Context: an optimization exercise on an open-source flow, tuned for small area, a short achievable clock period and few clock cycles per item. The choices shown serve that exercise and are no tape-out recipe.
RTL that was checked went through simulation tests only; none was proved equivalent to the original.
Only the layout flow was run in runs 1 to 5; the RTL was not checked for function there.
Power is estimated from default activity; no workload was simulated.

### design/flow/config.mk
export PLATFORM = sky130hd
export DESIGN_NAME = sampledec
export DESIGN_NICKNAME = sampledec
export VERILOG_FILES = /design/flow/design.v
export SDC_FILE = /design/flow/constraint.sdc
export NUM_CORES = 4
export LEC_CHECK = 0
export CAP_MARGIN = 20
export CORE_MARGIN = 2
export CORE_UTILIZATION = 40
export SLEW_MARGIN = 20
export SYNTH_HIERARCHICAL = 1
### design/flow/constraint.sdc
create_clock -name core_clock -period 7.0 [get_ports {clk}]
set_input_delay 1.4000 -clock core_clock [delete_from_list [all_inputs] [get_ports {clk}]]
set_output_delay 1.4000 -clock core_clock [all_outputs]
set_load 0.01 [all_outputs]
### design/flow/design.v
module sampledec(received,clk,start,ctrl,corrected,decodedOp,nerr,done);
  input [14:0] received; input clk; input start; input ctrl;
  output [7:0] corrected; output [1:0] nerr; output [14:0] decodedOp; output done;
  reg done_q, ctrl_q;
  always @(posedge clk) begin ctrl_q <= ctrl; if (start) done_q <= 1'b1; end
  assign done = done_q;
  wire t_1; bx2 u_t_1(.a(received[3]),.b(received[10]),.y(t_1));
  wire t_2; bx2 u_t_2(.a(received[7]),.b(received[9]),.y(t_2));
  wire t_3; bx2 u_t_3(.a(t_1),.b(t_2),.y(t_3));
  wire t_4; bx2 u_t_4(.a(received[2]),.b(received[13]),.y(t_4));
  wire t_5; bx2 u_t_5(.a(received[4]),.b(received[5]),.y(t_5));
  wire t_6; bx2 u_t_6(.a(t_4),.b(t_5),.y(t_6));
  wire x1; bx2 u_x1(.a(t_3),.b(t_6),.y(x1));
  wire t_7; bx2 u_t_7(.a(received[2]),.b(received[14]),.y(t_7));
  wire t_8; bx2 u_t_8(.a(received[9]),.b(received[11]),.y(t_8));
  wire t_9; bx2 u_t_9(.a(t_7),.b(t_8),.y(t_9));
  wire t_10; bx2 u_t_10(.a(received[6]),.b(received[13]),.y(t_10));
  wire t_11; bx2 u_t_11(.a(received[7]),.b(received[8]),.y(t_11));
  wire t_12; bx2 u_t_12(.a(t_10),.b(t_11),.y(t_12));
  wire x5; bx2 u_x5(.a(t_9),.b(t_12),.y(x5));
  wire t_13; bx2 u_t_13(.a(received[0]),.b(received[13]),.y(t_13));
  wire t_14; bx2 u_t_14(.a(received[1]),.b(received[9]),.y(t_14));
  wire t_15; bx2 u_t_15(.a(t_13),.b(t_14),.y(t_15));
  wire t_16; bx2 u_t_16(.a(received[4]),.b(received[8]),.y(t_16));
  wire t_17; bx2 u_t_17(.a(received[10]),.b(received[11]),.y(t_17));
  wire t_18; bx2 u_t_18(.a(t_16),.b(t_17),.y(t_18));
  wire x7; bx2 u_x7(.a(t_15),.b(t_18),.y(x7));
  wire t_19; bx2 u_t_19(.a(received[1]),.b(received[5]),.y(t_19));
  wire t_20; bx2 u_t_20(.a(received[10]),.b(received[12]),.y(t_20));
  wire t_21; bx2 u_t_21(.a(t_19),.b(t_20),.y(t_21));
  wire x8; bx2 u_x8(.a(t_21),.b(t_9),.y(x8));
  wire t_22; bx2 u_t_22(.a(t_1),.b(t_5),.y(t_22));
  wire lm6; bx2 u_lm6(.a(t_12),.b(t_22),.y(lm6));
  wire lm7 = t_6;
  wire lm8 = t_18;
  wire t_23; bx2 u_t_23(.a(t_13),.b(t_16),.y(t_23));
  wire lm9; bx2 u_lm9(.a(t_21),.b(t_23),.y(lm9));
  wire t_24; bx2 u_t_24(.a(t_19),.b(t_11),.y(t_24));
  wire lm10 = t_24;
  wire x2; bx2 u_x2(.a(x1),.b(x5),.y(x2));
  wire x14; bx2 u_x14(.a(x1),.b(x7),.y(x14));
  wire x10; bx2 u_x10(.a(x1),.b(x8),.y(x10));
  wire x13; bx2 u_x13(.a(x5),.b(x7),.y(x13));
  wire x4; bx2 u_x4(.a(x5),.b(x8),.y(x4));
  wire x11; bx2 u_x11(.a(x7),.b(x8),.y(x11));
  wire s1z = ~(x1 | x5 | x7 | x8);
  wire s3z = ~(lm6 | lm7 | lm8 | lm9);
  wire zz = s1z & s3z;
  wire cn0 = ~(x5 | x10);
  wire cn1 = ~(x1 | x11);
  wire cn2 = ~(x2 | x7);
  wire cn3 = ~(x8 | x13);
  wire cn4 = ~(x4 | x14);
  wire sz0 = (x1 | zz);
  wire sz1 = (x4 | zz);
  wire sz2 = (x2 | zz);
  wire t_25; bxn2 u_t_25(.a(lm6),.b(cn0),.y(t_25));
  wire t_26; bx2 u_t_26(.a(lm7),.b(cn1),.y(t_26));
  wire t_27; bx2 u_t_27(.a(lm8),.b(cn2),.y(t_27));
  wire t_28; bxn2 u_t_28(.a(lm9),.b(cn3),.y(t_28));
  wire t_29; bx2 u_t_29(.a(lm10),.b(cn4),.y(t_29));
  reg [14:0] r; reg [10:0] sq;
  always @(posedge clk) if (start) begin r <= received; sq <= {t_29, t_28, t_27, t_26, t_25, x11, x7, x14, sz2, sz1, sz0}; end
  wire fn0; bxn2 u_fn0(.a(sq[2]),.b(sq[6]),.y(fn0));
  wire fn1; bx2 u_fn1(.a(sq[5]),.b(sq[7]),.y(fn1));
  wire fn2; bx2 u_fn2(.a(sq[4]),.b(sq[8]),.y(fn2));
  wire fn3; bxn2 u_fn3(.a(sq[5]),.b(sq[9]),.y(fn3));
  wire fn4; bx2 u_fn4(.a(sq[3]),.b(sq[10]),.y(fn4));
  wire fn5; bxn2 u_fn5(.a(sq[1]),.b(sq[6]),.y(fn5));
  wire fn7; bx2 u_fn7(.a(sq[2]),.b(sq[8]),.y(fn7));
  wire fn8; bxn2 u_fn8(.a(sq[1]),.b(sq[9]),.y(fn8));
  wire fn10; bxn2 u_fn10(.a(sq[0]),.b(sq[6]),.y(fn10));
  wire fn11; bx2 u_fn11(.a(sq[0]),.b(sq[7]),.y(fn11));
  wire fn13; bxn2 u_fn13(.a(sq[4]),.b(sq[9]),.y(fn13));
  wire fn14; bx2 u_fn14(.a(sq[1]),.b(sq[10]),.y(fn14));
  wire nfl0; bnand4 u_nfl0(.a(fn8),.b(fn4),.c(fn2),.d(fn1),.y(nfl0));
  wire nfl1; bnand4 u_nfl1(.a(sq[10]),.b(fn5),.c(fn3),.d(fn2),.y(nfl1));
  wire nfl2; bnand4 u_nfl2(.a(fn10),.b(sq[7]),.c(fn4),.d(fn3),.y(nfl2));
  wire nfl3; bnand4 u_nfl3(.a(fn11),.b(fn7),.c(fn5),.d(fn4),.y(nfl3));
  wire nfl4; bnand4 u_nfl4(.a(sq[8]),.b(fn8),.c(sq[7]),.d(fn5),.y(nfl4));
  wire nfl5; bnand4 u_nfl5(.a(fn13),.b(sq[10]),.c(fn7),.d(sq[7]),.y(nfl5));
  wire nfl6; bnand4 u_nfl6(.a(fn14),.b(fn10),.c(fn8),.d(fn7),.y(nfl6));
  wire nfl7; bnand4 u_nfl7(.a(fn0),.b(fn11),.c(sq[10]),.d(fn8),.y(nfl7));
  wire nfl8; bnand4 u_nfl8(.a(fn1),.b(sq[8]),.c(fn10),.d(sq[10]),.y(nfl8));
  wire nfl9; bnand4 u_nfl9(.a(fn2),.b(fn13),.c(fn11),.d(fn10),.y(nfl9));
  wire nfl10; bnand4 u_nfl10(.a(fn3),.b(fn14),.c(sq[8]),.d(fn11),.y(nfl10));
  wire nfl11; bnand4 u_nfl11(.a(fn4),.b(fn0),.c(fn13),.d(sq[8]),.y(nfl11));
  wire nfl12; bnand4 u_nfl12(.a(fn5),.b(fn1),.c(fn14),.d(fn13),.y(nfl12));
  wire nfl13; bnand4 u_nfl13(.a(sq[7]),.b(fn2),.c(fn0),.d(fn14),.y(nfl13));
  wire nfl14; bnand4 u_nfl14(.a(fn7),.b(fn3),.c(fn1),.d(fn0),.y(nfl14));
  wire d0; bxn2 u_d0(.a(r[0]),.b(nfl0),.y(d0));
  wire d1; bxn2 u_d1(.a(r[1]),.b(nfl1),.y(d1));
  wire d2; bxn2 u_d2(.a(r[2]),.b(nfl2),.y(d2));
  wire d3; bxn2 u_d3(.a(r[3]),.b(nfl3),.y(d3));
  wire d4; bxn2 u_d4(.a(r[4]),.b(nfl4),.y(d4));
  wire d5; bxn2 u_d5(.a(r[5]),.b(nfl5),.y(d5));
  wire d6; bxn2 u_d6(.a(r[6]),.b(nfl6),.y(d6));
  wire d7; bxn2 u_d7(.a(r[7]),.b(nfl7),.y(d7));
  wire d8; bxn2 u_d8(.a(r[8]),.b(nfl8),.y(d8));
  wire d9; bxn2 u_d9(.a(r[9]),.b(nfl9),.y(d9));
  wire d10; bxn2 u_d10(.a(r[10]),.b(nfl10),.y(d10));
  wire d11; bxn2 u_d11(.a(r[11]),.b(nfl11),.y(d11));
  wire d12; bxn2 u_d12(.a(r[12]),.b(nfl12),.y(d12));
  wire d13; bxn2 u_d13(.a(r[13]),.b(nfl13),.y(d13));
  wire d14; bxn2 u_d14(.a(r[14]),.b(nfl14),.y(d14));
  assign decodedOp = {d14, d13, d12, d11, d10, d9, d8, d7, d6, d5, d4, d3, d2, d1, d0};
  wire t_30; bx2 u_t_30(.a(sq[4]),.b(sq[5]),.y(t_30));
  wire ty0; bx2 u_ty0(.a(t_30),.b(sq[6]),.y(ty0));
  wire t_31; bx2 u_t_31(.a(sq[0]),.b(sq[5]),.y(t_31));
  wire ty1; bxn2 u_ty1(.a(t_31),.b(sq[7]),.y(ty1));
  wire t_32; bx2 u_t_32(.a(sq[2]),.b(sq[4]),.y(t_32));
  wire ty2; bxn2 u_ty2(.a(t_32),.b(sq[8]),.y(ty2));
  wire t_33; bx2 u_t_33(.a(sq[0]),.b(sq[2]),.y(t_33));
  wire ty3; bx2 u_ty3(.a(t_33),.b(sq[9]),.y(ty3));
  wire n0; bnor4 u_n0(.a(ty0),.b(ty1),.c(ty2),.d(ty3),.y(n0));
  wire n1; bn1 u_n1(.nf({nfl14, nfl13, nfl12, nfl11, nfl10, nfl9, nfl8, nfl7, nfl6, nfl5, nfl4, nfl3, nfl2, nfl1, nfl0}),.n0(n0),.y(n1));
  assign nerr = {n1, n0};
  wire con0; bmuxi u_con0(.s(ctrl_q),.a(d0),.b(d7),.y(con0)); wire co0 = ~con0;
  wire con1; bmuxi u_con1(.s(ctrl_q),.a(d1),.b(d8),.y(con1)); wire co1 = ~con1;
  wire con2; bmuxi u_con2(.s(ctrl_q),.a(d2),.b(d9),.y(con2)); wire co2 = ~con2;
  wire con3; bmuxi u_con3(.s(ctrl_q),.a(d3),.b(d10),.y(con3)); wire co3 = ~con3;
  wire con4; bmuxi u_con4(.s(ctrl_q),.a(d4),.b(d11),.y(con4)); wire co4 = ~con4;
  wire con5; bmuxi u_con5(.s(ctrl_q),.a(d5),.b(d12),.y(con5)); wire co5 = ~con5;
  wire con6; bmuxi u_con6(.s(ctrl_q),.a(d6),.b(d13),.y(con6)); wire co6 = ~con6;
  assign corrected = {decodedOp[14] & ctrl_q, co6, co5, co4, co3, co2, co1, co0};
endmodule
module bx2(input a, input b, output y); assign y = a ^ b; endmodule
module bnor4(input a, input b, input c, input d, output y); assign y = ~(a|b|c|d); endmodule
module bmux(input s, input a, input b, output y); assign y = s ? b : a; endmodule
module bmuxi(input s, input a, input b, output y); assign y = ~(s ? b : a); endmodule
module bn1(input [14:0] nf, input n0, output y); assign y = ~(&nf) & ~n0; endmodule
module bxn2(input a, input b, output y); assign y = ~(a ^ b); endmodule
module bnand4(input a, input b, input c, input d, output y); assign y = ~(a&b&c&d); endmodule
### design/flow/flow/run.sh
#!/bin/bash
# The standard layout (standard.sh) with: every port buffered by one fixed cell type,
# power recovery (downsizing of non-critical cells) after global routing, and optional
# extra ORFS settings. The flow's full output goes to standard.log in this folder.
export BUFFER_PORTS_ARGS="-buffer_cell sky130_fd_sc_hd__buf_1"
export RECOVER_POWER=100
export CTS_ARGS="-sink_clustering_enable -repair_clock_nets -sink_buffer_max_cap_derate 1.0 -dont_use_dummy_load -buf_list sky130_fd_sc_hd__clkbuf_8 -root_buf sky130_fd_sc_hd__clkbuf_8"
bash standard.sh > standard.log 2>&1
### design/flow/standard.sh
#!/bin/bash
# synth_recipe.tcl (not shown) runs the flow's synth.tcl, then flattens the netlist and writes it again
# the make line also repeats each setting of config.mk as NAME=value (left out here)
make -C /OpenROAD-flow-scripts/flow DESIGN_CONFIG=/design/flow/config.mk WORK_HOME=/design/flow/orfs CLKGATE_MAP_FILE= SYNTH_SCRIPT=/design/flow/synth_recipe.tcl "${@:-finish}"
==> results of run 1 <==
-- per-module statistics from Yosys, one instance, submodules excluded --
module     area, µm²  copies in the design
bmuxi           10.0                     7
bnor4           12.5                     1
bx2             8.76                    51
bxn2            8.76                    25
bn1             38.8                     1
sampledec       1080                     1
bnand4          6.26                    15
-- placed cells by master (no fill, tap or decap) --
cell type,instances
xor2_1,51
buf_1,41
edfxtp_1,26
xnor2_1,25
nand4_1,18
inv_1,8
mux2i_1,7
nor2_1,5
o21bai_1,3
clkbuf_8,3
or4_1,2
clkbuf_1,2
and2_0,1
conb_1,1
nor4_1,1
nand3_1,1
o41a_1,1
dfxtp_1,1
-- flip-flops by register name, indices dropped and copies added (netlist names) --
name / cells
sq: 11
r: 15
ctrl_q: 1
-- worst max-delay path, stage by stage, from the launching register on --
cell and delay (ns):
edfxtp_1 0.53, xor2_1 0.37, nand4_1 0.21, xnor2_1 0.28, mux2i_1 0.11, inv_1 0.06
buf_1 0.14
-- power by group through the flow --
| stage | combinational [W] | clock (W) | sequential [W] |
|---|---|---|---|
| 2_1_floorplan | 0.000500 | 0 | 0.000279 |
| 3_3_place_gp | 0.000521 | 0 | 0.000293 |
| 3_5_place_dp | 0.000516 | 0 | 0.000291 |
| 4_1_cts | 0.000519 | 0.0000832 | 0.000288 |
| 5_1_grt | 0.000567 | 0.0000917 | 0.000295 |
| 6_report | 0.000513 | 0.0000804 | 0.000289 |
-- per-stage QoR --
step	setup WS (ns)	cell area (µm²)	total power (W)	hold WS [ns]	util, %
2_1_floorplan	4.02	1960	0.000778	1.43	-
3_3_place_gp	3.49	2020	0.000814	1.49	42.8
3_5_place_dp	3.52	2020	0.000807	1.50	42.8
4_1_cts	3.65	2060	0.000890	1.21	43.7
5_1_grt	3.47	2050	0.000954	1.20	43.5
6_report	3.64	2050	0.000882	1.22	43.5
-- how the worst min path moves through the flow --
stage | end | slack, ns | cells after the start
final | ctrl_q | 1.22 | 1
after global routing | ctrl_q | 1.20 | 1
after floorplan | ctrl_q | 1.43 | 0
after detailed placement | ctrl_q | 1.50 | 1
after global placement | ctrl_q | 1.49 | 1
after CTS | ctrl_q | 1.21 | 1
-- per-layer routing --
layer | vias to the layer above | GRT usage (%)
met2 | 51 | 20.6
met5 | - | 0
met1 | 553 | 17.7
met3 | 4 | 1.22
met4 | 0 | 5.05
li1 | 624 | -
-- logic make-up (layout without fill, tap and decap cells) --
family                    Yosys count  after routing
AOI/OAI and AO/OA                   4              4
xor gates and xnor gates           76             76
buffers and inverters              33             54
DFF                                27             27
muxes                               7              7
other                               1              1
and+or+nand+nor                    28             28
-- final cells by class --
| type | count | area (µm²) |
|---|---|---|
| clock buffers | 3 | 41.3 |
| fillers | 461 | 2670 |
| inverters | 8 | 30.0 |
| multi-input cells | 116 | 937 |
| flip-flops and latches | 27 | 801 |
| well taps | 67 | 83.8 |
| repair buffers | 43 | 161 |
==> qor.yml, run 1 <==
htreeDepth: 1
crit_start: "sq[7]"
synth_ff_type: "edfxtp_1"
detail-route-antenna-nets: 0
grt_max_degree: 27
diodes: 0
timing.fmax_mhz: 297
routabilityCongestion: 0.840
p_sw_w: 0.000403
final_cell_count_no_fill: 264
area_delta_synth_final_pct: 4.72
cts.sinks: 27
drc: 0
grt_pass1_vias: 1093
synth_compound_area_share_pct: 1.72
p_comb_share_pct: 58.1
core_um2: 4720
seq_area_frac_synth_pct: 40.8
hold_path_startpoint: "ctrl"
hpwlAfterDp_um: 2900
dieHeight_um: 74.0
clk_pin_slew_ns: 0.09
synth-xor-area-share_pct: 33.9
outcome: "finished clean"
synth.area.mux_share_pct: 3.57
die-area_um2: 5480
drive_above_1_share_pct: 1.52
clkPwrFrac_pct: 9.1
synth_top_family_by_area: "XOR/XNOR gates"
internal_power_w: 0.000479
ys_seq_elements: 27
cts_max_path_buffers: 2
cts_resized: 0
slew_headroom_pct: 11.9
firstDrtPassIters: 4
routedWlPerCell_um: 13.2
synthArstFlopShare_pct: 0
p_leak_nw: 0.748
ctsHoldBuffers: 0
seq_power_share_pct: 32.7
wl_um: 3470
hold_viol_final: 0
hold_class: "input pin to register"
worstMarginPinSlew_ns: 1.32
synth_top_area_share_pct: 39.8
cts_setup_buffers: 0
syn-num-nets: 194
critPathKind: "register to output port"
synthTopCellsByCount: "xor2_1 (51), edfxtp_1 (26), buf_4 (25), xnor2_1 (25), nand4_1 (18)"
synth-simple-area-share_pct: 8.67
fp.dieW_um: 74.0
synth_area_um2: 1960
vias_per_cell: 4.67
start_kind: "register"
crit_end: "corrected[0]"
wl_met2_um: 1610
cts_root_buffer: "clkbuf_8"
crit_path_max_fanout: 7
crit_path_end_kind: "output port"
gr-usage-all-layers_pct: 12.8
syn_avg_cell_area_um2: 11.1
powerDensity_nw_per_um2: 429
yosys-top-cells-area: "edfxtp_1 (40%), xor2_1 (23%), xnor2_1 (11%), buf_4 (9.6%), nand4_1 (5.7%)"
synth_edf_count: 26
fin_crit_sh_pct: 48.0
num_rows: 25
critical_path_arrival_ns: 1.96
yosysTopAreaCell: "edfxtp_1"
vias: 1232
cp_data_required_time_ns: 5.60
tritoncts: "done"
ys_types: 16
grt_pass1_wl_um: 5220
rsz0062_at_grt: "false"
drtIter0Drc: 68
dp.cells: 261
nNetsFinal: 217
initial_utilization_pct: 41.5
dr_wl_met3_um: 158
switching_share_pct: 45.7
tns_ns: 0
wl_met1_um: 1660
period_minus_slack_ns: 3.36
yosysWarnings: 7
io_buffer_count: 42
cts_inserted_buffers: 3
yosysMostFrequentCell: "xor2_1"
overflow: 0
setup_viol_count_final: 0
ir_drop_mv: 0.135
highest_layer: "met4"
grt_antenna_before_repair: 0
drv_slew: 0
io_pins: 44
syn_inst: 176
synth_fa_ha_area_share_pct: 0
max_cap_viol_count: 0
==> inputs of run 2 (changes only) <==
--- a/design/flow/config.mk
+++ b/design/flow/config.mk
@@ -6,6 +6,8 @@
 export NUM_CORES = 4
 export LEC_CHECK = 0
 export CAP_MARGIN = 20
+export CELL_PAD_IN_SITES_DETAIL_PLACEMENT = 0
+export CELL_PAD_IN_SITES_GLOBAL_PLACEMENT = 0
 export CORE_MARGIN = 2
 export CORE_UTILIZATION = 40
 export SLEW_MARGIN = 20
==> run 2 against run 1 <==
Net effect:
- non-clock buffer count unchanged
- global-route usage unchanged
- cell area unchanged
- via count unchanged
- utilization unchanged
- die area unchanged
- sequential share of layout area unchanged
- largest cell class unchanged
- largest power group unchanged
- highest routed layer unchanged
==> qor.yml, run 2 <==
outcome: "finished clean"
grt_max_degree: 27
synth_top_area_share_pct: 39.8
area_delta_synth_final_pct: 4.72
seq_area_frac_synth_pct: 40.8
hpwlAfterDp_um: 2900
final_cell_count_no_fill: 264
io_pins: 44
cp_data_required_time_ns: 5.60
core_um2: 4720
cts_setup_buffers: 0
max_cap_viol_count: 0
synth_area_um2: 1960
io_buffer_count: 42
nNetsFinal: 217
grt_pass1_wl_um: 5220
ir_drop_mv: 0.135
yosysMostFrequentCell: "xor2_1"
ctsHoldBuffers: 0
detail-route-antenna-nets: 0
critPathKind: "register to output port"
drv_slew: 0
grt_pass1_vias: 1093
ys_types: 16
yosysTopAreaCell: "edfxtp_1"
yosys-top-cells-area: "edfxtp_1 (40%), xor2_1 (23%), xnor2_1 (11%), buf_4 (9.6%), nand4_1 (5.7%)"
vias: 1232
hold_class: "input pin to register"
setup_viol_count_final: 0
synth_ff_type: "edfxtp_1"
fp.dieW_um: 74.0
gr-usage-all-layers_pct: 12.8
cts.sinks: 27
dieHeight_um: 74.0
p_leak_nw: 0.748
hold_viol_final: 0
drtIter0Drc: 68
slowest_stage: "edfxtp_1"
syn-num-nets: 194
critPathMaxStageDelay_ns: 0.53
start_kind: "register"
synth_top_family_by_area: "XOR/XNOR gates"
yosysWarnings: 7
die-area_um2: 5480
syn_avg_cell_area_um2: 11.1
htreeDepth: 1
worstMarginPinSlew_ns: 1.32
critical_path_arrival_ns: 1.96
diodes: 0
rsz0062_at_grt: "false"
largest_registers: "r (15), sq (11), ctrl_q (1)"
grt_antenna_before_repair: 0
wl_um: 3470
crit_path_max_fanout: 7
drc: 0
fin_crit_sh_pct: 48.0
clk_pin_slew_ns: 0.09
cts_inserted_buffers: 3
slew_headroom_pct: 11.9
overflow: 0
synth_compound_area_share_pct: 1.72
num_rows: 25
worstPathCellList: "xor2_1 > nand4_1 > xnor2_1 > mux2i_1 > inv_1 > buf_1"
crit_path_end_kind: "output port"
period_minus_slack_ns: 3.36
synth-xor-area-share_pct: 33.9
synth_fa_ha_area_share_pct: 0
timing.fmax_mhz: 297
syn_inst: 176
synth_edf_count: 26
largest_register_ffs: 15
final_common_cell: "xor2_1"
tritoncts: "done"
cts_root_buffer: "clkbuf_8"
synthArstFlopShare_pct: 0
routedWlPerCell_um: 13.2
dp.cells: 261
synth.area.mux_share_pct: 3.57
ys_seq_elements: 27
firstDrtPassIters: 4
cts_resized: 0
tns_ns: 0
synthTopCellsByCount: "xor2_1 (51), edfxtp_1 (26), buf_4 (25), xnor2_1 (25), nand4_1 (18)"
synth-simple-area-share_pct: 8.67
routabilityCongestion: 0.840
fin_util_pct: 43.5
layout_common_cells: "xor2_1 (51), buf_1 (41), edfxtp_1 (26)"
vias_per_cell: 4.67
regMostFlops: "r"
fillCellCount: 461
initial_utilization_pct: 41.5
powerDensity_nw_per_um2: 429
drive_above_1_share_pct: 1.52
cts_max_path_buffers: 2
## run 2: stage by stage
stage                     instance area [µm²]  hold WS, ns  power, W  setup WS [ns]
after detailed placement                 2020         1.50  0.000807           3.52
after CTS                                2060         1.21  0.000890           3.65
final                                    2050         1.22  0.000882           3.64
after global routing                     2050         1.20  0.000954           3.47
after floorplan                          1960         1.43  0.000778           4.02
after global placement                   2020         1.49  0.000814           3.49
## run 2: worst max-delay path: cells and delay by family, from the launching register on
family / cells / cell delay (ns)
and+or+nand+nor: 1 / 0.21
xor gates and xnor gates: 2 / 0.65
muxes: 1 / 0.11
buffers and inverters: 2 / 0.20
DFF: 1 / 0.53
## run 2: worst paths after layout
check | to | cells past startpoint | slack, ns | startpoint
min | ctrl_q | 1 | 1.22 | ctrl
max | corrected[0] | 6 | 3.64 | sq[7]
## run 2: per-layer routing
| layer | global-route usage, % | vias up | part of all wire (%) |
|---|---|---|---|
| met1 | 17.7 | 553 | 48 |
| met5 | 0 | - | 0 |
| met3 | 1.22 | 4 | 4.6 |
| li1 | - | 624 | - |
| met2 | 20.6 | 51 | 46 |
| met4 | 5.05 | 0 | 1.3 |
## run 2: area by class of cell
cell class / instances / area, µm² / area share (%)
clock buffer: 3 / 41.3 / 2.01
inverter: 8 / 30.0 / 1.46
multi-input combinational: 116 / 937 / 45.6
sequential: 27 / 801 / 39.0
tap: 67 / 83.8 / 4.08
timing repair buffer: 43 / 161 / 7.86
## run 2: report_power, final
group / total, W / internal [W] / switching, W
clock network: 0.0000804 / 0.0000385 / 0.0000420
registers: 0.000289 / 0.000234 / 0.0000552
logic: 0.000513 / 0.000206 / 0.000306
## run 2: modules after synthesis (local to each module, per instance)
module	cell area, µm²	copies in the design	flip-flops and latches
bx2	8.76	51	0
bnand4	6.26	15	0
bxn2	8.76	25	0
bmuxi	10.0	7	0
bnor4	12.5	1	0
sampledec	1080	1	27
bn1	38.8	1	0
## run 2: cell families (layout without fill, tap and decap cells)
logic type      count (synthesis)  in the layout
compound gates                  4              4
other cells                     1              1
buf+inv                        33             54
flops                          27             27
xor+xnor                       76             76
mux                             7              7
simple gates                   28             28
==> inputs of run 3 (changes only) <==
--- a/design/flow/config.mk
+++ b/design/flow/config.mk
@@ -6,9 +6,9 @@
 export NUM_CORES = 4
 export LEC_CHECK = 0
 export CAP_MARGIN = 20
-export CELL_PAD_IN_SITES_DETAIL_PLACEMENT = 0
-export CELL_PAD_IN_SITES_GLOBAL_PLACEMENT = 0
 export CORE_MARGIN = 2
 export CORE_UTILIZATION = 40
+export GPL_ROUTABILITY_DRIVEN = 0
+export GPL_TIMING_DRIVEN = 1
 export SLEW_MARGIN = 20
 export SYNTH_HIERARCHICAL = 1
==> run 3 against run 2 <==
Net effect:
- via count unchanged
- clock-buffer cell count unchanged
- sequential power about the same
- die area unchanged
- combinational power about the same
- clock power about the same
- first-iteration DRC count unchanged
- utilization unchanged
- setup slack unchanged
- critical endpoint unchanged
- largest power group unchanged
==> qor.yml, run 3 <==
outcome: "finished clean"
powerDensity_nw_per_um2: 429
largest_register_ffs: 15
cts_max_path_buffers: 2
final_common_cell: "xor2_1"
wl_um: 3470
internal_power_w: 0.000479
regMostFlops: "r"
yosysTopAreaCell: "edfxtp_1"
hold_class: "input pin to register"
layout_common_cells: "xor2_1 (51), buf_1 (41), edfxtp_1 (26)"
fin_util_pct: 43.5
yosysWarnings: 7
cts_resized: 0
grt_max_degree: 27
syn-num-nets: 194
p_sw_w: 0.000403
critical_path_arrival_ns: 1.96
synthArstFlopShare_pct: 0
largest_registers: "r (15), sq (11), ctrl_q (1)"
fin_crit_sh_pct: 48.0
max_cap_viol_count: 0
seq_power_share_pct: 32.7
cts_inserted_buffers: 3
cts_setup_buffers: 0
hpwlAfterDp_um: 2900
die-area_um2: 5480
drv_slew: 0
vias_per_cell: 4.67
synth_area_um2: 1960
gr-usage-all-layers_pct: 12.8
ys_types: 16
seq_area_frac_synth_pct: 40.8
period_minus_slack_ns: 3.36
start_kind: "register"
final_cell_count_no_fill: 264
fillCellCount: 461
fin_area_um2: 2050
dieHeight_um: 74.0
crit_path_end_kind: "output port"
grt_pass1_vias: 1093
critPathMaxStageDelay_ns: 0.53
vias: 1232
clk_pin_slew_ns: 0.09
synth_edf_count: 26
clkPwrFrac_pct: 9.1
fp.dieW_um: 74.0
dp.cells: 261
yosysMostFrequentCell: "xor2_1"
htreeDepth: 1
rsz0062_at_grt: "false"
drtIter0Drc: 68
worstPathCellList: "xor2_1 > nand4_1 > xnor2_1 > mux2i_1 > inv_1 > buf_1"
multiInputGateArea_um2: 937
routedWlPerCell_um: 13.2
diodes: 0
detail-route-antenna-nets: 0
ir_drop_mv: 0.135
drive_above_1_share_pct: 1.52
grt_antenna_before_repair: 0
synthTopCellsByCount: "xor2_1 (51), edfxtp_1 (26), buf_4 (25), xnor2_1 (25), nand4_1 (18)"
ys_seq_elements: 27
synth_top_area_share_pct: 39.8
yosys-top-cells-area: "edfxtp_1 (40%), xor2_1 (23%), xnor2_1 (11%), buf_4 (9.6%), nand4_1 (5.7%)"
nNetsFinal: 217
setup_viol_count_final: 0
drc: 0
overflow: 0
seqCellArea_um2: 801
num_rows: 25
cp_data_required_time_ns: 5.60
crit_path_max_fanout: 7
dpl_cell_area_um2: 2020
cts.sinks: 27
tns_ns: 0
p_comb_share_pct: 58.1
slew_headroom_pct: 11.9
switching_share_pct: 45.7
path_delay_family: "XOR/XNOR gates"
syn_avg_cell_area_um2: 11.1
core_um2: 4720
timing.fmax_mhz: 297
p_leak_nw: 0.748
area_delta_synth_final_pct: 4.72
critPathKind: "register to output port"
grt_pass1_wl_um: 5220
cp_num_buf_inv: 2
cts_root_buffer: "clkbuf_8"
slowest_stage: "edfxtp_1"
syn_inst: 176
worstMarginPinSlew_ns: 1.32
hold_viol_final: 0
synth_ff_type: "edfxtp_1"
io_pins: 44
tritoncts: "done"
ctsHoldBuffers: 0
initial_utilization_pct: 41.5
firstDrtPassIters: 4
io_buffer_count: 42
run 3: metal layers:
layer	vias up	global-route usage [%]	share of wire, %
met3	4	1.22	4.6
met4	0	5.05	1.3
li1	624	-	-
met1	553	17.7	48
met2	51	20.6	46
met5	-	0	0
run 3: path summary, 6_finish.rpt:
| path | cells past startpoint | startpoint | slack, ns | to |
|---|---|---|---|---|
| setup / recovery | 6 | sq[7] | 3.64 | corrected[0] |
| hold / removal | 1 | ctrl | 1.22 | ctrl_q |
run 3: cells by family (layout without fill, tap and decap cells):
kind of cell	Yosys count	count (layout)	share of synthesized area (%)
AOI/OAI and AO/OA	4	4	1.72
xor gates and xnor gates	76	76	33.9
buffers and inverters	33	54	11.1
DFF	27	27	40.8
muxes	7	7	3.57
other	1	1	0.191
and+or+nand+nor	28	28	8.67
run 3: final cells by class:
class | instances | area share, %
clock buffers | 3 | 2.01
inverters | 8 | 1.46
multi-input cells | 116 | 45.6
flip-flops and latches | 27 | 39.0
well taps | 67 | 4.08
repair buffers | 43 | 7.86
run 3: stage by stage:
step / total power (W) / hold slack, ns / setup WS [ns]
global route: 0.000954 / 1.20 / 3.47
finish: 0.000882 / 1.22 / 3.64
global placement: 0.000814 / 1.49 / 3.49
CTS: 0.000890 / 1.21 / 3.65
floorplan: 0.000778 / 1.43 / 4.02
detailed placement: 0.000807 / 1.50 / 3.52
run 3: per-module statistics from Yosys, one instance, submodules excluded:
| module | flip-flops and latches | cells inside | cell area [µm²] |
|---|---|---|---|
| bn1 | 0 | 6 | 38.8 |
| sampledec | 27 | 71 | 1080 |
| bmuxi | 0 | 1 | 10.0 |
| bxn2 | 0 | 1 | 8.76 |
| bnand4 | 0 | 1 | 6.26 |
| bx2 | 0 | 1 | 8.76 |
| bnor4 | 0 | 1 | 12.5 |
run 3: power groups by stage:
stage	registers, W	clock network [W]	logic, W
after CTS	0.000288	0.0000832	0.000519
final	0.000289	0.0000804	0.000513
after floorplan	0.000279	0	0.000500
after detailed placement	0.000291	0	0.000516
after global routing	0.000295	0.0000917	0.000567
after global placement	0.000293	0	0.000521
==> inputs of run 4 (changes only) <==
==> design/flow/flow/run.sh (replaced) <==
#!/bin/bash
# The standard layout (standard.sh) with: every port buffered by one fixed cell type,
# power recovery (downsizing of non-critical cells) after global routing, and optional
# extra ORFS settings. The flow's full output goes to standard.log in this folder.
export BUFFER_PORTS_ARGS="-buffer_cell sky130_fd_sc_hd__buf_1"
export RECOVER_POWER=0
export CTS_ARGS="-sink_clustering_enable -repair_clock_nets -sink_buffer_max_cap_derate 1.0 -dont_use_dummy_load -buf_list sky130_fd_sc_hd__clkbuf_8 -root_buf sky130_fd_sc_hd__clkbuf_8"
bash standard.sh > standard.log 2>&1
--- a/design/flow/config.mk
+++ b/design/flow/config.mk
@@ -8,7 +8,5 @@
 export CAP_MARGIN = 20
 export CORE_MARGIN = 2
 export CORE_UTILIZATION = 40
-export GPL_ROUTABILITY_DRIVEN = 0
-export GPL_TIMING_DRIVEN = 1
 export SLEW_MARGIN = 20
 export SYNTH_HIERARCHICAL = 1
==> run 4 against run 3 <==
Net effect:
- global-route usage stayed put
- sequential cell count is the same
- setup slack got worse by 0.0023 ns
- cell area increased by 0.49%
- non-clock buffer count unchanged
==> qor.yml, run 4 <==
fin_util_pct: 43.7
io_buffer_count: 42
clk_pin_slew_ns: 0.09
clkPwrFrac_pct: 9.0
drtIter0Drc: 70
cts_root_buffer: "clkbuf_8"
tns_ns: 0
dieHeight_um: 74.0
pre_cts_ws_ns: 3.52
grt_antenna_before_repair: 0
cts_setup_buffers: 0
core_um2: 4720
gr-usage-all-layers_pct: 12.8
nNetsFinal: 217
crit_top_cell: "xnor2_1"
tritoncts: "done"
die-area_um2: 5480
fin_crit_sh_pct: 48.1
seq_area_frac_synth_pct: 40.8
cts_inserted_buffers: 3
period_minus_slack_ns: 3.36
setup_ws_ns: 3.64
final_common_cell: "xor2_1"
synth_ff_type: "edfxtp_1"
setup_viol_count_final: 0
overflow: 0
grt_max_degree: 27
syn_avg_cell_area_um2: 11.1
powerDensity_nw_per_um2: 429
crit_path_max_fanout: 4
vias_per_cell: 4.67
hold_class: "input pin to register"
largest_register_ffs: 15
slew_headroom_pct: 63.3
grt_pass1_vias: 1093
yosys-top-cells-area: "edfxtp_1 (40%), xor2_1 (23%), xnor2_1 (11%), buf_4 (9.6%), nand4_1 (5.7%)"
worstMarginPinSlew_ns: 0.548
cts_resized: 0
critPathMaxStageDelay_ns: 0.49
vias: 1232
worstPathCellList: "xnor2_1 > nand4_1 > xnor2_1 > mux2i_1 > inv_1 > buf_1"
diodes: 0
cts_max_path_buffers: 2
area_delta_synth_final_pct: 5.23
detail-route-antenna-nets: 0
cts.sinks: 27
largest_registers: "r (15), sq (11), ctrl_q (1)"
start_kind: "register"
io_pins: 44
fin_area_um2: 2060
syn-num-nets: 194
totalPowerFinal_w: 0.000886
seq_power_share_pct: 32.5
drive_above_1_share_pct: 2.54
cp_data_required_time_ns: 5.60
ir_drop_mv: 0.135
ctsHoldBuffers: 0
switching_share_pct: 45.8
synth_edf_count: 26
ys_seq_elements: 27
drv_slew: 0
syn_inst: 176
hpwlAfterDp_um: 2900
dpl_cell_area_um2: 2020
drc: 0
routedWlPerCell_um: 13.1
fp.dieW_um: 74.0
synth_area_um2: 1960
internal_power_w: 0.000480
initial_utilization_pct: 41.5
path_delay_family: "XOR/XNOR gates"
slowest_stage: "edfxtp_1"
hold_viol_final: 0
critical_path_arrival_ns: 1.96
fillCellCount: 460
rsz0062_at_grt: "false"
critPathKind: "register to output port"
num_rows: 25
routabilityCongestion: 0.840
htreeDepth: 1
grt_pass1_wl_um: 5220
timing.fmax_mhz: 297
crit_path_end_kind: "output port"
layout_common_cells: "xor2_1 (51), buf_1 (42), edfxtp_1 (26)"
wl_um: 3460
outcome: "finished clean"
synth_top_area_share_pct: 39.8
cp_num_buf_inv: 2
regMostFlops: "r"
synthTopCellsByCount: "xor2_1 (51), edfxtp_1 (26), buf_4 (25), xnor2_1 (25), nand4_1 (18)"
yosysWarnings: 7
p_sw_w: 0.000405
firstDrtPassIters: 4
synthArstFlopShare_pct: 0
ys_types: 16
p_leak_nw: 0.753
yosysTopAreaCell: "edfxtp_1"
max_cap_viol_count: 0
yosysMostFrequentCell: "xor2_1"
p_comb_share_pct: 58.5
## run 4: per-layer routing
| layer | global-route usage [%] | part of all wire (%) | vias up |
|---|---|---|---|
| met4 | 5.05 | 2.1 | 0 |
| met2 | 20.6 | 46 | 49 |
| met3 | 1.22 | 4.5 | 10 |
| met5 | 0 | 0 | - |
| met1 | 17.7 | 48 | 549 |
| li1 | - | - | 624 |
## run 4: worst paths after layout
| path | to | cells after the start | start |
|---|---|---|---|
| min | ctrl_q | 1 | ctrl |
| max | corrected[0] | 6 | sq[6] |
## run 4: logic make-up (layout without fill, tap and decap cells)
logic type,after synthesis,after routing,share of synthesized area [%]
other,1,1,0.191
DFF,27,27,40.8
buffers and inverters,33,54,11.1
and+or+nand+nor,28,28,8.67
muxes,7,7,3.57
xor gates and xnor gates,76,76,33.9
AOI/OAI and AO/OA,4,4,1.72
## run 4: area by class of cell
| class | instances | area [µm²] | share of cell area (%) |
|---|---|---|---|
| Timing Repair Buffer | 43 | 165 | 8.00 |
| Tap cell | 67 | 83.8 | 4.06 |
| Multi-Input combinational cell | 116 | 943 | 45.7 |
| Clock buffer | 3 | 41.3 | 2.00 |
| Sequential cell | 27 | 801 | 38.8 |
| Inverter | 8 | 30.0 | 1.45 |
## run 4: per-module statistics from Yosys (local to each module, per instance)
module	cells inside	flops+latches	cell area, µm²
bmuxi	1	0	10.0
bn1	6	0	38.8
bnand4	1	0	6.26
bnor4	1	0	12.5
bx2	1	0	8.76
bxn2	1	0	8.76
sampledec	71	27	1080
## run 4: power groups by stage
stage	clock network [W]	registers, W	logic (W)
6_report	0.0000801	0.000288	0.000518
4_1_cts	0.0000832	0.000288	0.000519
3_3_place_gp	0	0.000293	0.000521
3_5_place_dp	0	0.000291	0.000516
5_1_grt	0.0000917	0.000294	0.000574
2_1_floorplan	0	0.000279	0.000500
## run 4: through the flow
step	std cells	hold WS (ns)
2_1_floorplan	176	1.43
3_3_place_gp	261	1.49
3_5_place_dp	261	1.50
4_1_cts	264	1.21
5_1_grt	264	1.20
6_report	264	1.22
==> inputs of run 5 (changes only) <==
==> design/flow/flow/run.sh (replaced) <==
#!/bin/bash
# The standard layout (standard.sh) with: every port buffered by one fixed cell type,
# power recovery (downsizing of non-critical cells) after global routing, and optional
# extra ORFS settings. The flow's full output goes to standard.log in this folder.
export BUFFER_PORTS_ARGS="-buffer_cell sky130_fd_sc_hd__clkbuf_1"
export RECOVER_POWER=100
export CTS_ARGS="-sink_clustering_enable -repair_clock_nets -sink_buffer_max_cap_derate 1.0 -dont_use_dummy_load -buf_list sky130_fd_sc_hd__clkbuf_8 -root_buf sky130_fd_sc_hd__clkbuf_8"
bash standard.sh > standard.log 2>&1
==> run 5 against run 4 <==
Net effect:
- non-clock buffer count is the same
- via count fell by 0.73%
- clock power grew 0.7%
- maximum frequency hardly changed
- sequential power about the same
- clock-buffer cell count did not move
- first-iteration DRC count increased by 39%
- critical path depth is the same
- global-route usage grew 0.12 points
- sequential cell count unchanged
- critical endpoint is now corrected[3]
- largest cell class unchanged
- largest power group unchanged
- highest routed layer unchanged
==> qor.yml, run 5 <==
cts.sinks: 27
overflow: 0
internal_power_w: 0.000478
clk_pin_slew_ns: 0.09
met1_usage_pct: 18.4
fillCellCount: 472
slowest_stage: "edfxtp_1"
period_minus_slack_ns: 3.36
firstDrtPassIters: 4
cts_root_buffer: "clkbuf_8"
io_pins: 44
syn_inst: 176
fin_crit_sh_pct: 48.0
drtIter0Drc: 97
setup_ws_ns: 3.64
drc: 0
seq_area_frac_synth_pct: 40.8
fin_area_um2: 2050
start_kind: "register"
routedWlPerCell_um: 13.2
hpwlAfterDp_um: 2930
tritoncts: "done"
yosysMostFrequentCell: "xor2_1"
dieHeight_um: 74.0
top_usage_layer: "met2"
p_comb_share_pct: 58.0
grt_pass1_vias: 1134
max_cap_viol_count: 0
cts_resized: 0
grt_use_met3_pct: 1.08
met2_usage_pct: 20.3
area_delta_synth_final_pct: 4.72
ir_drop_mv: 0.132
cts_inserted_buffers: 3
switching_share_pct: 45.6
die-area_um2: 5480
diodes: 0
yosysWarnings: 7
detail-route-antenna-nets: 0
initial_utilization_pct: 41.5
grt_pass1_wl_um: 5370
largest_registers: "r (15), sq (11), ctrl_q (1)"
synth_edf_count: 26
core_um2: 4720
regMostFlops: "r"
syn-num-nets: 194
p_sw_w: 0.000401
wl_um: 3490
ctsHoldBuffers: 0
grt_max_degree: 27
synth_ff_type: "edfxtp_1"
drv_slew: 0
rsz0062_at_grt: "false"
critical_path_arrival_ns: 1.96
worstPathCellList: "xnor2_1 > nand4_1 > xnor2_1 > mux2i_1 > inv_1 > clkbuf_1"
ys_types: 16
largest_register_ffs: 15
hold_class: "input pin to register"
syn_avg_cell_area_um2: 11.1
p_leak_nw: 0.748
critPathKind: "register to output port"
crit_path_max_fanout: 4
num_rows: 25
powerDensity_nw_per_um2: 428
vias: 1223
fp.dieW_um: 74.0
setup_viol_count_final: 0
yosys-top-cells-area: "edfxtp_1 (40%), xor2_1 (23%), xnor2_1 (11%), buf_4 (9.6%), nand4_1 (5.7%)"
drive_above_1_share_pct: 1.52
grt_antenna_before_repair: 0
htreeDepth: 1
synth_area_um2: 1960
routabilityCongestion: 0.800
nNetsFinal: 217
synthArstFlopShare_pct: 0
pre_cts_ws_ns: 3.48
layout_common_cells: "xor2_1 (51), clkbuf_1 (43), edfxtp_1 (26)"
io_buffer_count: 42
cts_max_path_buffers: 2
synth_top_area_share_pct: 39.8
outcome: "finished clean"
timing.fmax_mhz: 298
clkPwrFrac_pct: 9.2
worst_hold_slack_ns: 1.22
seq_power_share_pct: 32.8
vias_per_cell: 4.63
hold_viol_final: 0
ys_seq_elements: 27
critPathMaxStageDelay_ns: 0.49
cp_data_required_time_ns: 5.60
gr-usage-all-layers_pct: 12.9
slew_headroom_pct: 10.5
crit_path_end_kind: "output port"
synthTopCellsByCount: "xor2_1 (51), edfxtp_1 (26), buf_4 (25), xnor2_1 (25), nand4_1 (18)"
crit_top_cell: "xnor2_1"
dpl_cell_area_um2: 2020
cts_setup_buffers: 0
totalPowerFinal_w: 0.000879
yosysTopAreaCell: "edfxtp_1"
tns_ns: 0
final_common_cell: "xor2_1"
worstMarginPinSlew_ns: 1.34
[run 5: worst paths after layout]
path | from | to | slack, ns | cells after the start
hold / removal | ctrl | ctrl_q | 1.22 | 1
setup / recovery | sq[9] | corrected[3] | 3.64 | 6
[run 5: through the flow]
stage               instances  util (%)
finish                    264      43.5
floorplan                 176         -
global route              264      43.5
global placement          261      42.8
CTS                       264      43.7
detailed placement        261      42.8
[run 5: modules after synthesis (local to each module, per instance)]
module | area [µm²] | cells inside | flip-flops and latches
bnand4 | 6.26 | 1 | 0
bx2 | 8.76 | 1 | 0
sampledec | 1080 | 71 | 27
bmuxi | 10.0 | 1 | 0
bxn2 | 8.76 | 1 | 0
bnor4 | 12.5 | 1 | 0
bn1 | 38.8 | 6 | 0
[run 5: layout make-up]
| cell class | instances | area, µm² | share of cell area (%) |
|---|---|---|---|
| multi-input cells | 116 | 937 | 45.6 |
| flip-flops and latches | 27 | 801 | 39.0 |
| repair buffers | 43 | 161 | 7.86 |
| well taps | 67 | 83.8 | 4.08 |
| clock buffers | 3 | 41.3 | 2.01 |
| inverters | 8 | 30.0 | 1.46 |
[run 5: worst max-delay path: cells and delay by family, from the launching register on]
kind / cells / cell delay [ns]
multiplexers: 1 / 0.11
XOR/XNOR: 2 / 0.68
AND/OR/NAND/NOR: 1 / 0.20
flip-flops: 1 / 0.49
buffers and inverters: 2 / 0.22
[run 5: logic make-up after synthesis]
logic type	Yosys count	synth area share, %
compound gates	4	1.72
xor+xnor	76	33.9
buf+inv	33	11.1
flops	27	40.8
mux	7	3.57
other cells	1	0.191
simple gates	28	8.67
[run 5: layer usage]
layer / vias to the layer above / wire, µm
li1: 627 / -
met1: 535 / 1660
met2: 57 / 1570
met3: 4 / 207
met4: 0 / 51
met5: - / 0
[run 5: power by group through the flow]
stage                Clock, W  Combinational [W]  Sequential (W)
global placement            0           0.000520        0.000293
CTS                 0.0000847           0.000519        0.000288
floorplan                   0           0.000500        0.000279
finish              0.0000807           0.000510        0.000289
global route        0.0000901           0.000566        0.000295
detailed placement          0           0.000516        0.000292
==> inputs of run 6 (changes only) <==
--- a/design/flow/design.v
+++ b/design/flow/design.v
@@ -88,22 +88,22 @@
   wire nfl12; bnand4 u_nfl12(.a(fn5),.b(fn1),.c(fn14),.d(fn13),.y(nfl12));
   wire nfl13; bnand4 u_nfl13(.a(sq[7]),.b(fn2),.c(fn0),.d(fn14),.y(nfl13));
   wire nfl14; bnand4 u_nfl14(.a(fn7),.b(fn3),.c(fn1),.d(fn0),.y(nfl14));
-  wire d0; bxn2 u_d0(.a(r[0]),.b(nfl0),.y(d0));
-  wire d1; bxn2 u_d1(.a(r[1]),.b(nfl1),.y(d1));
-  wire d2; bxn2 u_d2(.a(r[2]),.b(nfl2),.y(d2));
-  wire d3; bxn2 u_d3(.a(r[3]),.b(nfl3),.y(d3));
-  wire d4; bxn2 u_d4(.a(r[4]),.b(nfl4),.y(d4));
-  wire d5; bxn2 u_d5(.a(r[5]),.b(nfl5),.y(d5));
-  wire d6; bxn2 u_d6(.a(r[6]),.b(nfl6),.y(d6));
-  wire d7; bxn2 u_d7(.a(r[7]),.b(nfl7),.y(d7));
-  wire d8; bxn2 u_d8(.a(r[8]),.b(nfl8),.y(d8));
-  wire d9; bxn2 u_d9(.a(r[9]),.b(nfl9),.y(d9));
-  wire d10; bxn2 u_d10(.a(r[10]),.b(nfl10),.y(d10));
-  wire d11; bxn2 u_d11(.a(r[11]),.b(nfl11),.y(d11));
-  wire d12; bxn2 u_d12(.a(r[12]),.b(nfl12),.y(d12));
-  wire d13; bxn2 u_d13(.a(r[13]),.b(nfl13),.y(d13));
-  wire d14; bxn2 u_d14(.a(r[14]),.b(nfl14),.y(d14));
-  assign decodedOp = {d14, d13, d12, d11, d10, d9, d8, d7, d6, d5, d4, d3, d2, d1, d0};
+  wire dn0; bx2 u_dn0(.a(r[0]),.b(nfl0),.y(dn0));
+  wire dn1; bx2 u_dn1(.a(r[1]),.b(nfl1),.y(dn1));
+  wire dn2; bx2 u_dn2(.a(r[2]),.b(nfl2),.y(dn2));
+  wire dn3; bx2 u_dn3(.a(r[3]),.b(nfl3),.y(dn3));
+  wire dn4; bx2 u_dn4(.a(r[4]),.b(nfl4),.y(dn4));
+  wire dn5; bx2 u_dn5(.a(r[5]),.b(nfl5),.y(dn5));
+  wire dn6; bx2 u_dn6(.a(r[6]),.b(nfl6),.y(dn6));
+  wire dn7; bx2 u_dn7(.a(r[7]),.b(nfl7),.y(dn7));
+  wire dn8; bx2 u_dn8(.a(r[8]),.b(nfl8),.y(dn8));
+  wire dn9; bx2 u_dn9(.a(r[9]),.b(nfl9),.y(dn9));
+  wire dn10; bx2 u_dn10(.a(r[10]),.b(nfl10),.y(dn10));
+  wire dn11; bx2 u_dn11(.a(r[11]),.b(nfl11),.y(dn11));
+  wire dn12; bx2 u_dn12(.a(r[12]),.b(nfl12),.y(dn12));
+  wire dn13; bx2 u_dn13(.a(r[13]),.b(nfl13),.y(dn13));
+  wire dn14; bx2 u_dn14(.a(r[14]),.b(nfl14),.y(dn14));
+  assign decodedOp = ~{dn14, dn13, dn12, dn11, dn10, dn9, dn8, dn7, dn6, dn5, dn4, dn3, dn2, dn1, dn0};
   wire t_30; bx2 u_t_30(.a(sq[4]),.b(sq[5]),.y(t_30));
   wire ty0; bx2 u_ty0(.a(t_30),.b(sq[6]),.y(ty0));
   wire t_31; bx2 u_t_31(.a(sq[0]),.b(sq[5]),.y(t_31));
@@ -115,13 +115,13 @@
   wire n0; bnor4 u_n0(.a(ty0),.b(ty1),.c(ty2),.d(ty3),.y(n0));
   wire n1; bn1 u_n1(.nf({nfl14, nfl13, nfl12, nfl11, nfl10, nfl9, nfl8, nfl7, nfl6, nfl5, nfl4, nfl3, nfl2, nfl1, nfl0}),.n0(n0),.y(n1));
   assign nerr = {n1, n0};
-  wire con0; bmuxi u_con0(.s(ctrl_q),.a(d0),.b(d7),.y(con0)); wire co0 = ~con0;
-  wire con1; bmuxi u_con1(.s(ctrl_q),.a(d1),.b(d8),.y(con1)); wire co1 = ~con1;
-  wire con2; bmuxi u_con2(.s(ctrl_q),.a(d2),.b(d9),.y(con2)); wire co2 = ~con2;
-  wire con3; bmuxi u_con3(.s(ctrl_q),.a(d3),.b(d10),.y(con3)); wire co3 = ~con3;
-  wire con4; bmuxi u_con4(.s(ctrl_q),.a(d4),.b(d11),.y(con4)); wire co4 = ~con4;
-  wire con5; bmuxi u_con5(.s(ctrl_q),.a(d5),.b(d12),.y(con5)); wire co5 = ~con5;
-  wire con6; bmuxi u_con6(.s(ctrl_q),.a(d6),.b(d13),.y(con6)); wire co6 = ~con6;
+  wire co0; bmuxi u_co0(.s(ctrl_q),.a(dn0),.b(dn7),.y(co0));
+  wire co1; bmuxi u_co1(.s(ctrl_q),.a(dn1),.b(dn8),.y(co1));
+  wire co2; bmuxi u_co2(.s(ctrl_q),.a(dn2),.b(dn9),.y(co2));
+  wire co3; bmuxi u_co3(.s(ctrl_q),.a(dn3),.b(dn10),.y(co3));
+  wire co4; bmuxi u_co4(.s(ctrl_q),.a(dn4),.b(dn11),.y(co4));
+  wire co5; bmuxi u_co5(.s(ctrl_q),.a(dn5),.b(dn12),.y(co5));
+  wire co6; bmuxi u_co6(.s(ctrl_q),.a(dn6),.b(dn13),.y(co6));
   assign corrected = {decodedOp[14] & ctrl_q, co6, co5, co4, co3, co2, co1, co0};
 endmodule
 module bx2(input a, input b, output y); assign y = a ^ b; endmodule
==> design/flow/flow/run.sh (replaced) <==
#!/bin/bash
# The standard layout (standard.sh) with: every port buffered by one fixed cell type,
# power recovery (downsizing of non-critical cells) after global routing, and optional
# extra ORFS settings. The flow's full output goes to standard.log in this folder.
export BUFFER_PORTS_ARGS="-buffer_cell sky130_fd_sc_hd__buf_1"
export RECOVER_POWER=100

bash standard.sh > standard.log 2>&1
==> run 6 against run 5 <==
Net effect:
- die area down 4.0%
- synthesized cell count fell by 4.0%
- global-route usage increased by 1.3 points
- via count increased by 3.1%
- power rose by 0.29%
- wire length up 0.54%
- clock power grew 3.0%
- sequential share of layout area shrank 0.31 points
- first-iteration DRC count up 39%
- still clean
- non-clock buffer count unchanged
==> qor.yml, run 6 <==
rsz0062_at_grt: "false"
layout_common_cells: "xor2_1 (66), buf_1 (40), edfxtp_1 (26)"
synth_compound_area_share_pct: 1.80
critical_path_arrival_ns: 1.92
timing.fmax_mhz: 302
diodes: 0
yosys-top-cells-area: "edfxtp_1 (42%), xor2_1 (31%), nand4_1 (6.0%), xnor2_1 (4.7%), buf_4 (4.0%)"
num_rows: 24
vias: 1261
routedWlPerCell_um: 13.6
ys_types: 16
synth.area.mux_share_pct: 3.73
grt_max_degree: 27
start_kind: "register"
synth_area_um2: 1880
drive_above_1_share_pct: 1.94
synth_fa_ha_area_share_pct: 0
synth_ff_type: "edfxtp_1"
io_pins: 44
dieHeight_um: 72.5
ir_drop_mv: 0.134
tns_ns: 0
powerDensity_nw_per_um2: 426
crit_path_end_kind: "output port"
initial_utilization_pct: 42.3
dpl_cell_area_um2: 2030
max_cap_viol_count: 0
synthArstFlopShare_pct: 0
tritoncts: "done"
yosysMostFrequentCell: "xor2_1"
cts_resized: 0
seq_area_frac_synth_pct: 42.6
cts.sinks: 27
hold_class: "input pin to register"
final_common_cell: "xor2_1"
cts_max_path_buffers: 2
yosysTopAreaCell: "edfxtp_1"
drv_slew: 0
syn-num-nets: 187
vias_per_cell: 4.89
detail-route-antenna-nets: 0
multiInputGateArea_um2: 937
cts_setup_buffers: 0
p_leak_nw: 0.792
fin_crit_sh_pct: 47.4
crit_path_max_fanout: 4
io_buffer_count: 42
clk_pin_slew_ns: 0.09
yosysWarnings: 7
fin_util_pct: 46.6
synth_top_family_by_area: "XOR/XNOR gates"
seqCellArea_um2: 801
largest_register_ffs: 15
nNetsFinal: 225
fp.dieW_um: 72.5
outcome: "finished clean"
cp_data_required_time_ns: 5.60
hold_viol_final: 0
grt_antenna_before_repair: 0
ctsHoldBuffers: 0
grt_pass1_wl_um: 5660
gr-usage-all-layers_pct: 14.2
ys_seq_elements: 27
syn_avg_cell_area_um2: 11.1
drc: 0
largest_registers: "r (15), sq (11), ctrl_q (1)"
synth_top_area_share_pct: 41.5
cts_inserted_buffers: 3
fillCellCount: 431
hpwlAfterDp_um: 2930
slew_headroom_pct: 14.1
area_delta_synth_final_pct: 10.2
drtIter0Drc: 135
regMostFlops: "r"
cts_root_buffer: "clkbuf_8"
critPathKind: "register to output port"
period_minus_slack_ns: 3.32
routabilityCongestion: 0.884
grt_pass1_vias: 1179
synth-simple-area-share_pct: 9.05
syn_inst: 169
overflow: 0
core_um2: 4440
synthTopCellsByCount: "xor2_1 (66), edfxtp_1 (26), nand4_1 (18), inv_1 (16)"
worstMarginPinSlew_ns: 1.29
synth_edf_count: 26
wl_um: 3510
synth-xor-area-share_pct: 35.4
die-area_um2: 5260
setup_viol_count_final: 0
firstDrtPassIters: 4
fin_area_um2: 2070
htreeDepth: 1
## run 6: final timing paths
kind | startpoint | end | slack, ns | depth (start not counted)
hold / removal | ctrl | ctrl_q | 1.22 | 1
setup / recovery | sq[6] | corrected[0] | 3.68 | 5
## run 6: final cells by class
cell class	count	area share, %
multi-input combinational	116	45.3
sequential	27	38.7
timing repair buffer	43	7.79
tap	52	3.14
inverter	16	2.90
clock buffer	3	1.99
clock inverter	1	0.242
## run 6: logic make-up (layout without fill, tap and decap cells)
group           after synthesis  count (layout)
buf+inv                      26              63
mux                           7               7
xor+xnor                     76              76
other cells                   1               1
flops                        27              27
simple gates                 28              28
compound gates                4               4
## run 6: worst max-delay path: stages, from the launching register on
cell and delay (ns):
edfxtp_1 0.49, xnor2_1 0.40, nand4_1 0.24, xor2_1 0.23, mux2i_1 0.13, buf_1 0.17
## run 6: through the flow
stage / power (W) / hold slack (ns) / worst slack (ns) / std cells
3_5_place_dp: 0.000809 / 1.50 / 3.43 / 254
4_1_cts: 0.000894 / 1.21 / 3.70 / 258
3_3_place_gp: 0.000814 / 1.49 / 3.48 / 254
5_1_grt: 0.000956 / 1.22 / 3.53 / 258
6_report: 0.000881 / 1.22 / 3.68 / 258
2_1_floorplan: 0.000718 / 1.43 / 4.02 / 169
## run 6: metal layers
layer	wire [µm]	global-route usage, %	vias up
met4	74	5.56	0
met1	1610	19.7	550
met3	164	0.833	11
met2	1660	23.1	62
li1	-	-	638
met5	0	0	-
## run 6: power by group
part | internal, W | total, W | switching (W)
Combinational | 0.000200 | 0.000510 | 0.000310
Sequential | 0.000234 | 0.000288 | 0.0000546
Clock | 0.0000397 | 0.0000831 | 0.0000433
## run 6: per-module statistics from Yosys (local to each module, per instance)
module / flip-flops and latches / times used / cells inside
bxn2: 0 / 10 / 1
bmuxi: 0 / 7 / 1
bn1: 0 / 1 / 6
bnand4: 0 / 15 / 1
bx2: 0 / 66 / 1
sampledec: 27 / 1 / 64
bnor4: 0 / 1 / 1
Testbench counts of run 6, summed over its fixed seeds: cycles 4,000, items 4,000.
==> inputs of run 7 (changes only) <==
--- a/design/flow/flow/run.sh
+++ b/design/flow/flow/run.sh
@@ -4,5 +4,5 @@
 # extra ORFS settings. The flow's full output goes to standard.log in this folder.
 export BUFFER_PORTS_ARGS="-buffer_cell sky130_fd_sc_hd__buf_1"
 export RECOVER_POWER=100
-
+export CTS_ARGS="-sink_clustering_enable -repair_clock_nets -sink_buffer_max_cap_derate 1.0 -dont_use_dummy_load -buf_list sky130_fd_sc_hd__clkbuf_8 -root_buf sky130_fd_sc_hd__clkbuf_8"
 bash standard.sh > standard.log 2>&1
--- a/design/flow/config.mk
+++ b/design/flow/config.mk
@@ -7,6 +7,6 @@
 export LEC_CHECK = 0
 export CAP_MARGIN = 20
 export CORE_MARGIN = 2
-export CORE_UTILIZATION = 40
+export CORE_UTILIZATION = 55
 export SLEW_MARGIN = 20
 export SYNTH_HIERARCHICAL = 1
==> run 7 against run 6 <==
Net effect:
- global-route usage up 6.1 points
- sequential power about the same
- largest power group unchanged
- highest routed layer unchanged
- combinational power up 1%
- hold slack better by 0.0027 ns
- first-iteration DRC count down 59%
- critical path type unchanged
- critical path depth unchanged
- still clean on timing, DRC and antenna
- cell area down 0.60%
==> qor.yml, run 7 <==
rsz0062_at_grt: "false"
nNetsFinal: 225
final_common_cell: "xor2_1"
worstMarginPinSlew_ns: 1.34
cts.sinks: 27
yosysMostFrequentCell: "xor2_1"
drtIter0Drc: 55
top_usage_layer: "met2"
fin_crit_sh_pct: 48.1
synth_ff_type: "edfxtp_1"
ys_seq_elements: 27
clkPwrFrac_pct: 9.2
timing.fmax_mhz: 297
grt_pass1_wl_um: 6200
tns_ns: 0
p_sw_w: 0.000416
worst_hold_slack_ns: 1.22
yosysTopAreaCell: "edfxtp_1"
io_buffer_count: 42
num_rows: 21
fillCellCount: 304
cts_root_buffer: "clkbuf_8"
largest_register_ffs: 15
diodes: 0
drive_above_1_share_pct: 1.46
cts_setup_buffers: 0
layout_common_cells: "xor2_1 (66), buf_1 (41), edfxtp_1 (26)"
crit_path_end_kind: "output port"
critical_path_arrival_ns: 1.96
start_kind: "register"
grt_max_degree: 27
regMostFlops: "r"
yosysWarnings: 7
period_minus_slack_ns: 3.36
powerDensity_nw_per_um2: 431
detail-route-antenna-nets: 0
synthArstFlopShare_pct: 0
cts_resized: 0
cts_inserted_buffers: 3
routabilityCongestion: 0.952
cts_max_path_buffers: 2
min_path_cells: 1
met2_usage_pct: 34.5
area_delta_synth_final_pct: 9.52
hold_viol_final: 0
ir_drop_mv: 0.243
synth_edf_count: 26
switching_share_pct: 46.8
routedWlPerCell_um: 14.6
die-area_um2: 3900
synthTopCellsByCount: "xor2_1 (66), edfxtp_1 (26), nand4_1 (18), inv_1 (16)"
overflow: 0
met1_usage_pct: 27.4
firstDrtPassIters: 4
syn-num-nets: 187
grt_antenna_before_repair: 0
critPathKind: "register to output port"
initial_utilization_pct: 56.8
hold_class: "input pin to register"
outcome: "finished clean"
p_leak_nw: 0.788
io_pins: 44
ctsHoldBuffers: 0
syn_avg_cell_area_um2: 11.1
htreeDepth: 1
vias: 1267
tritoncts: "done"
grt_use_met3_pct: 1.80
crit_path_max_fanout: 4
hpwlAfterDp_um: 3060
ys_types: 16
dieHeight_um: 62.5
clk_pin_slew_ns: 0.09
slew_headroom_pct: 10.9
core_um2: 3310
yosys-top-cells-area: "edfxtp_1 (42%), xor2_1 (31%), nand4_1 (6.0%), xnor2_1 (4.7%), buf_4 (4.0%)"
internal_power_w: 0.000472
setup_viol_count_final: 0
wl_um: 3680
cp_data_required_time_ns: 5.60
synth_top_area_share_pct: 41.5
max_cap_viol_count: 0
drv_slew: 0
grt_pass1_vias: 1339
vias_per_cell: 5.05
seq_power_share_pct: 32.5
seq_area_frac_synth_pct: 42.6
p_comb_share_pct: 58.2
gr-usage-all-layers_pct: 20.3
syn_inst: 169
fp.dieW_um: 62.5
synth_area_um2: 1880
largest_registers: "r (15), sq (11), ctrl_q (1)"
drc: 0
run 7: cell count changes in the layout (fill, tap and decap cells not counted), sizes merged:
cell	previous run	this run
clkinv	1	0
clkbuf	6	5
buf	40	41
run 7: cell type report:
class | instances | area (µm²) | area share (%)
clock buffers | 3 | 41.3 | 2.01
multi-input cells | 116 | 937 | 45.5
inverters | 16 | 60.1 | 2.92
repair buffers | 43 | 161 | 7.84
well taps | 46 | 57.6 | 2.80
flip-flops and latches | 27 | 801 | 38.9
run 7: stage by stage:
step / power (W) / cells / setup WS (ns) / util (%) / cell area (µm²)
floorplan: 0.000718 / 169 / 4.02 / - / 1880
finish: 0.000888 / 251 / 3.64 / 62.2 / 2060
detailed placement: 0.000813 / 248 / 3.47 / 61.2 / 2030
global route: 0.000964 / 251 / 3.50 / 62.2 / 2060
global placement: 0.000798 / 248 / 3.63 / 61.2 / 2030
CTS: 0.000894 / 251 / 3.66 / 62.5 / 2070
run 7: worst paths after layout:
kind	slack, ns	from	to
setup / recovery	3.64	sq[9]	corrected[2]
hold / removal	1.22	ctrl	ctrl_q
run 7: metal layers:
| metal | wire, µm | share of wire [%] |
|---|---|---|
| met1 | 1690 | 46 |
| met2 | 1780 | 49 |
| met3 | 172 | 4.7 |
| met4 | 25 | 0.68 |
| met5 | 0 | 0 |
run 7: cells by family (layout without fill, tap and decap cells):
group                     Yosys count  in the layout  synth area share, %
AOI/OAI and AO/OA                   4              4                 1.80
xor gates and xnor gates           76             76                 35.4
DFF                                27             27                 42.6
other                               1              1                0.200
buffers and inverters              26             62                 7.19
and+or+nand+nor                    28             28                 9.05
muxes                               7              7                 3.73
run 7: Yosys stat by module, one instance, submodules excluded:
module	times used	cells	flip-flops and latches	cell area (µm²)
bnor4	1	1	0	12.5
bnand4	15	1	0	6.26
bn1	1	6	0	38.8
bx2	66	1	0	8.76
sampledec	1	64	27	998
bmuxi	7	1	0	10.0
bxn2	10	1	0	8.76
run 7: power by group through the flow:
stage                     logic, W  registers, W  clock network [W]
final                     0.000517      0.000289          0.0000819
after global routing      0.000576      0.000297          0.0000909
after CTS                 0.000524      0.000288          0.0000823
after detailed placement  0.000521      0.000292                  0
after global placement    0.000507      0.000290                  0
after floorplan           0.000440      0.000278                  0
run 7: worst max-delay path, stage by stage (launching register included):
cell and delay [ns]:
edfxtp_1 0.50, xnor2_1 0.39, nand4_1 0.25, xor2_1 0.24, mux2i_1 0.15, buf_1 0.18

-- separate check: timing with driven ports --
The flow's constraints put no driver on any port. The routed layouts listed below were extracted and timed again, unchanged, in two steps.
Step 1 (the two cells are an assumption about what drives the block):
set clk [get_ports {clk}]
set_driving_cell -lib_cell sky130_fd_sc_hd__clkbuf_16 $clk
set_driving_cell -lib_cell sky130_fd_sc_hd__buf_2 [delete_from_list [all_inputs] $clk]
Step 2 also shifts input and output timing later by t, the mid clock arrival at the registers, as if the neighbouring blocks saw the same clock.
a / b / c = ideal ports / drivers / drivers and shift; a / b = the first two.
run	shift t [ns]	slack for setup (ns)	worst hold slack (ns)	worst register clock-pin slew, ns	worst slew at a driven data input, ns
run 1	0.284	3.638 / 3.615 / 3.558	1.218 / 1.216 / 1.500	0.09 / 0.09	0.03
run 2	0.284	3.638 / 3.615 / 3.558	1.218 / 1.216 / 1.500	0.09 / 0.09	0.03
run 3	0.284	3.638 / 3.615 / 3.558	1.218 / 1.216 / 1.500	0.09 / 0.09	0.03
run 4	0.284	3.636 / 3.613 / 3.558	1.220 / 1.218 / 1.502	0.09 / 0.09	0.03
run 5	0.283	3.639 / 3.617 / 3.495	1.223 / 1.227 / 1.510	0.09 / 0.09	0.03
run 6	0.286	3.684 / 3.660 / 3.460	1.215 / 1.219 / 1.505	0.09 / 0.09	0.03
run 7	0.285	3.636 / 3.611 / 3.441	1.218 / 1.218 / 1.503	0.09 / 0.09	0.03
After both steps every run listed still meets setup and hold. For run 6, which loses most, drivers alone change the setup slack by -0.024 ns; drivers and shift together by -0.224 ns.
